Background: an optimization exercise with open tools, aiming at small area and a short achievable clock period. Do not read the settings as production practice. Where RTL was checked, it was by simulation tests only, not by an equivalence proof against the original.

==> job 4914: inputs <==
// DCT
module DCT(clk,rst_n,ena,done,
  data_in0,data_in1,data_in2,data_in3,data_in4,data_in5,data_in6,data_in7,
  data_out0,data_out1,data_out2,data_out3,data_out4,data_out5,data_out6,data_out7);
==> flow/config.mk <==
export PLATFORM = sky130hd
export DESIGN_NAME = DCT
export DESIGN_NICKNAME = DCT
export VERILOG_FILES = /design/flow/design.v
export SDC_FILE = /design/flow/constraint.sdc
export NUM_CORES = 4
export LEC_CHECK = 0
export CAP_MARGIN = 20
export CORE_MARGIN = 2
export CORE_UTILIZATION = 40
export CTS_CLUSTER_DIAMETER = 70
export CTS_CLUSTER_SIZE = 30
export SETUP_SLACK_MARGIN = 2.0
export SLEW_MARGIN = 20
export SYNTH_HIERARCHICAL = 1
export SYNTH_MINIMUM_KEEP_SIZE = 0
==> flow/constraint.sdc <==
create_clock -name core_clock -period 4.5 [get_ports {clk}]
set_input_delay 0.9000 -clock core_clock [delete_from_list [all_inputs] [get_ports {clk}]]
set_output_delay 0.9000 -clock core_clock [all_outputs]
set_load 0.01 [all_outputs]
standard.sh (not shown) runs the stock make flow with config.mk's settings and CLKGATE_MAP_FILE= SYNTH_SCRIPT=/design/flow/synth_recipe.tcl, a recipe that flattens the netlist after the stock synthesis.
==> flow/flow/run.sh <==
#!/bin/bash
# The standard layout, with plain buf_1 cells as the input/output port buffers
# (the standard flow picks a larger delay-buffer cell for them).
set -euo pipefail
export BUFFER_PORTS_ARGS="-buffer_cell sky130_fd_sc_hd__buf_1"
bash standard.sh > standard.log 2>&1
==> inputs of job 9474, as changes to job 4914 <==
Settings changed: SETUP_SLACK_MARGIN 2.0 to 1.5.
==> inputs of job 4532, as changes to job 4914 <==
Settings changed: SETUP_SLACK_MARGIN 2.0 to 1.75.
==> results.sh <==
export IMPL_critical_path_required_ps=4990
export IMPL_via_count=14638
export IMPL_clk_share_pct=4.08
export IMPL_status="no timing/DRC/antenna violations"
export IMPL_rsz0062_at_grt="yes"
export IMPL_crit_chain="buf_12 -> inv_8 -> fa_1 -> inv_1 -> fa_1 -> inv_2 -> ha_4 -> and2_4 -> a21o_4 -> a21o_1 -> a21o_1 -> xor2_1"
export IMPL_fill_cells=5669
the above is filed under job 4914

==> results.sh <==
export IMPL_met2_usage_pct=27.2
export IMPL_clk_share_pct=4.28
export IMPL_status="no timing/DRC/antenna violations"
export IMPL_via_count=14150
export IMPL_crit_chain="buf_1 -> inv_1 -> fa_1 -> fa_1 -> ha_4 -> a21o_1 -> a21o_1 -> a21o_1 -> a21o_1 -> xor2_1"
export IMPL_rsz0062_at_grt="no"
export IMPL_fill_cells=5865
the above is filed under job 9474

==> results.sh <==
export IMPL_status="no timing/DRC/antenna violations"
export IMPL_fill_cells=5791
export IMPL_rsz0062_at_grt="yes"
export IMPL_clk_share_pct=4.27
export IMPL_crit_chain="buf_12 -> inv_8 -> fa_1 -> inv_1 -> fa_1 -> inv_2 -> ha_4 -> and2_4 -> a21o_1 -> a21o_1 -> a21o_1 -> xor2_1"
export IMPL_synth_compound_area_share_pct=9.42
export IMPL_via_count=14365
export IMPL_synth_common_cells="dfxtp_1 (373), fa_1 (348), a21o_1 (319)"
the above is filed under job 4532


* * *

==> 04-08 <==
Another version of the RTL of DCT (not shown whole).
Design DCT, start of the top module:
module DCT(clk,rst_n,ena,done,
  data_in0,data_in1,data_in2,data_in3,data_in4,data_in5,data_in6,data_in7,
  data_out0,data_out1,data_out2,data_out3,data_out4,data_out5,data_out6,data_out7);
clock: 4.5 ns
lec_check: 0
cap_margin: 20
core_margin: 2
core_utilization: 40
cts_cluster_diameter: 70
cts_cluster_size: 30
setup_slack_margin: 1.75
slew_margin: 20
synth_hierarchical: 1
synth_minimum_keep_size: 0
Scripts as last shown in full above: flow/flow/run.sh
==> inputs of 09-14, as changes to 04-08 <==
--- a/flow/design.v
+++ b/flow/design.v
@@ -2,18 +2,19 @@
   data_in0,data_in1,data_in2,data_in3,data_in4,data_in5,data_in6,data_in7,
   data_out0,data_out1,data_out2,data_out3,data_out4,data_out5,data_out6,data_out7);
 input clk,rst_n,ena;
 input signed [8:0] data_in0,data_in1,data_in2,data_in3,data_in4,data_in5,data_in6,data_in7;
 output signed [18:0] data_out0,data_out1,data_out2,data_out3,data_out4,data_out5,data_out6,data_out7;
 output done;
-reg [3:0] vld;
+reg [2:0] vld;
 always @(posedge clk or negedge rst_n)
   if (!rst_n) vld <= 0;
-  else vld <= {vld[2:0], ena};
-assign done = vld[3];
-reg [8:0] x0, x1, x2, x3, x4, x5, x6, x7;
+  else vld <= {vld[1:0], ena};
+assign done = vld[2];
+wire [8:0] x0 = data_in0, x1 = data_in1, x2 = data_in2, x3 = data_in3;
+wire [8:0] x4 = data_in4, x5 = data_in5, x6 = data_in6, x7 = data_in7;
 wire s1, c2;
 dct_fa us1 (.a(x0[0]), .b(x7[0]), .c(x3[0]), .s(s1), .co(c2));
 wire s3, c4;
 dct_fa us3 (.a(x0[1]), .b(x7[1]), .c(x3[1]), .s(s3), .co(c4));
 wire s5, c6;
 dct_fa us5 (.a(x0[2]), .b(x7[2]), .c(x3[2]), .s(s5), .co(c6));
@@ -3363,14 +3364,12 @@
 reg [15:0] ry3;
 reg [15:0] ry4;
 reg [15:0] ry5;
 reg [14:0] ry6;
 reg [15:0] ry7;
 always @(posedge clk) begin
-  x0 <= data_in0; x1 <= data_in1; x2 <= data_in2; x3 <= data_in3;
-  x4 <= data_in4; x5 <= data_in5; x6 <= data_in6; x7 <= data_in7;
   ra_p03 <= {p03_g75, p03_q93, p03_q92, p03_q91, p03_q90, p03_q89, p03_q88, p03_q87, p03_q86, p03_q85, s36};
   ra_p12 <= {p12_g168, p12_q186, p12_q185, p12_q184, p12_q183, p12_q182, p12_q181, p12_q180, p12_q179, p12_q178, s129};
   ra_m03 <= {m03_g282, m03_q300, m03_q299, m03_q298, m03_q297, m03_q296, m03_q295, m03_q294, m03_q293, m03_q292, s239};
   ra_m12 <= {m12_g396, m12_q414, m12_q413, m12_q412, m12_q411, m12_q410, m12_q409, m12_q408, m12_q407, m12_q406, s353};
   ra_m0 <= {m0_q480, m0_q479, m0_q478, m0_q477, m0_q476, m0_q475, m0_q474, m0_q473, m0_q472, s416};
   ra_m1 <= {m1_q546, m1_q545, m1_q544, m1_q543, m1_q542, m1_q541, m1_q540, m1_q539, m1_q538, s482};
==> flow/config.mk (replaced) <==
export PLATFORM = sky130hd
export DESIGN_NAME = DCT
export DESIGN_NICKNAME = DCT
export VERILOG_FILES = /design/flow/design.v
export SDC_FILE = /design/flow/constraint.sdc
export NUM_CORES = 4
export LEC_CHECK = 0
export CAP_MARGIN = 20
export CORE_MARGIN = 2
export CORE_UTILIZATION = 40
export SETUP_SLACK_MARGIN = 1.25
export SLEW_MARGIN = 20
export SYNTH_HIERARCHICAL = 1
export SYNTH_MINIMUM_KEEP_SIZE = 0
==> notes <==
- Of 09-14 and 04-08, 04-08 has the higher sequential cell count (gap 73).
- Against 04-08, the count of clock-buffer cells in the layout of 09-14 is higher by 25.
- Against 04-08, the maximum frequency of 09-14 is lower by 11%.
- Against 09-14, the cell count of 04-08 is larger by about 5%.
- Against 09-14, the synthesized area of 04-08 is larger by about 5.5%.
- Sequential share of layout area: 09-14 is lower than 04-08 (3.6 points).
- Against 09-14, the synthesized cell count of 04-08 is larger by 3.4%.
Only the layout flow was run in 04-08; the RTL was not checked for function there.

* * *

==> inputs of willow <==
DCT, a different RTL version from the one above (not shown whole).
==> flow/config.mk <==
export PLATFORM = sky130hd
export DESIGN_NAME = DCT
export DESIGN_NICKNAME = DCT
export VERILOG_FILES = /design/flow/design.v
export SDC_FILE = /design/flow/constraint.sdc
export NUM_CORES = 4
export LEC_CHECK = 0
export CAP_MARGIN = 20
export CORE_MARGIN = 2
export CORE_UTILIZATION = 40
export SETUP_SLACK_MARGIN = 1.5
export SLEW_MARGIN = 20
export SYNTH_HIERARCHICAL = 1
export SYNTH_MINIMUM_KEEP_SIZE = 0
==> flow/constraint.sdc <==
create_clock -name core_clock -period 4.5 [get_ports {clk}]
set_input_delay 0.9000 -clock core_clock [delete_from_list [all_inputs] [get_ports {clk}]]
set_output_delay 0.9000 -clock core_clock [all_outputs]
set_load 0.01 [all_outputs]
Scripts as last shown in full above: flow/flow/run.sh
==> inputs of yarrow, as changes to willow <==
==> flow/run.sh (new file) <==
#!/bin/bash
# synth_recipe.tcl (not shown) runs the flow's synth.tcl, then flattens the netlist and writes it again
# the make line also repeats each setting of config.mk as NAME=value (left out here)
make -C /OpenROAD-flow-scripts/flow DESIGN_CONFIG=/design/flow/config.mk WORK_HOME=/design/flow/orfs CLKGATE_MAP_FILE= SYNTH_SCRIPT=/design/flow/synth_recipe.tcl finish
Settings changed: SETUP_SLACK_MARGIN 1.5 to 1.0.
removed: flow/flow/run.sh
removed: flow/standard.sh
==> inputs of onyx, as changes to willow <==
Settings changed: SETUP_SLACK_MARGIN 1.5 to 2.0.
==> comparison table <==
quantity	onyx	yarrow	willow
Outcome	complete, no violations	complete, no violations	complete, no violations
Reg2reg setup slack	1640 ps	1180 ps	1530 ps
Seq/total area	27.2%	28.2%	29.1%
Worst clock skew	19.7 ps	12.1 ps	19.9 ps
Reg2reg path depth	7	7	4
Max incr delay on CP	540 ps	580 ps	550 ps
Number of non-clock buffers in the layout	356	236	249
Initial DRT Pass Iterations	7	5	5
Global-route wire length before repair	98200 µm	95300 µm	95600 µm
Number of instances resized during post-cts repair	242	20	70
Footprint of the flip-flops and latches	9150 µm²	9000 µm²	9060 µm²
Most common cell after layout, fill and taps aside	sky130_fd_sc_hd__dfxtp_1	sky130_fd_sc_hd__dfxtp_1	sky130_fd_sc_hd__fa_1
Initial antenna violation count	20	9	21
Placement-stage cell area	29500 µm²	30200 µm²	29000 µm²
Worst-Margin Slew	670 ps	854 ps	728 ps
Reg-to-Reg Start	ra_m0[6]	ra_m0[9]	ra_m2[4]
Critical Path Sink	ra_p12[5]	ra_m12[9]	ra_p12[9]
Routed length on met3	3890 µm	3520 µm	3260 µm
Estimated wirelength of the detail-placed design	48900 µm	48300 µm	49200 µm
Final weighted congestion in routability-driven placement	0.837	0.840	0.834
Hold crit path type	in -> async	reg -> reg	in -> async
Antenna diode count	7	3	6
Arrival time of the worst setup path	3520 ps	3960 ps	3530 ps
Area growth from synthesis to layout	23.0%	16.8%	13.9%

## static timing again, ports no longer ideal
Ports are ideal in the flow. The routed layouts listed here were re-timed in OpenROAD. Step 1 sets driving cells, clkbuf_16 on the clock port and buf_2 on the other inputs (assumed; they add their load-dependent delay and slew). Step 2 moves the port delays by t, midway between the first and last clock arrival at a register: inputs arrive t later, outputs are due t later. That takes back most of the time a late clock gives input paths. Slacks: ideal / step 1 / step 2; pairs: ideal / step 1.
run	t (ns)	setup slack, ns	clock arrival spread, ns	worst register clock-pin slew, ns	worst data-port slew with drivers (ns)
job 4914	0.665	1.768 / 1.696 / 1.031	0.052 / 0.052	0.11 / 0.11	0.15
job 9474	0.605	1.582 / 1.538 / 0.933	0.051 / 0.051	0.09 / 0.09	0.14
job 4532	0.607	1.716 / 1.612 / 1.004	0.026 / 0.027	0.08 / 0.08	0.16
04-08	0.627	1.745 / 1.745 / 1.745	0.041 / 0.040	0.09 / 0.09	0.06
09-14	0.653	1.402 / 1.402 / 0.869	0.030 / 0.031	0.07 / 0.07	0.13
willow	0.644	1.489 / 1.488 / 0.844	0.022 / 0.022	0.06 / 0.06	0.12
yarrow	0.639	1.060 / 1.085 / 0.446	0.015 / 0.015	0.06 / 0.06	0.12
onyx	0.641	1.476 / 1.495 / 0.853	0.023 / 0.023	0.06 / 0.06	0.13
After both steps every run listed still meets setup and hold. For job 4914, which loses most, drivers alone change the setup slack by -0.072 ns; drivers and shift together by -0.737 ns.
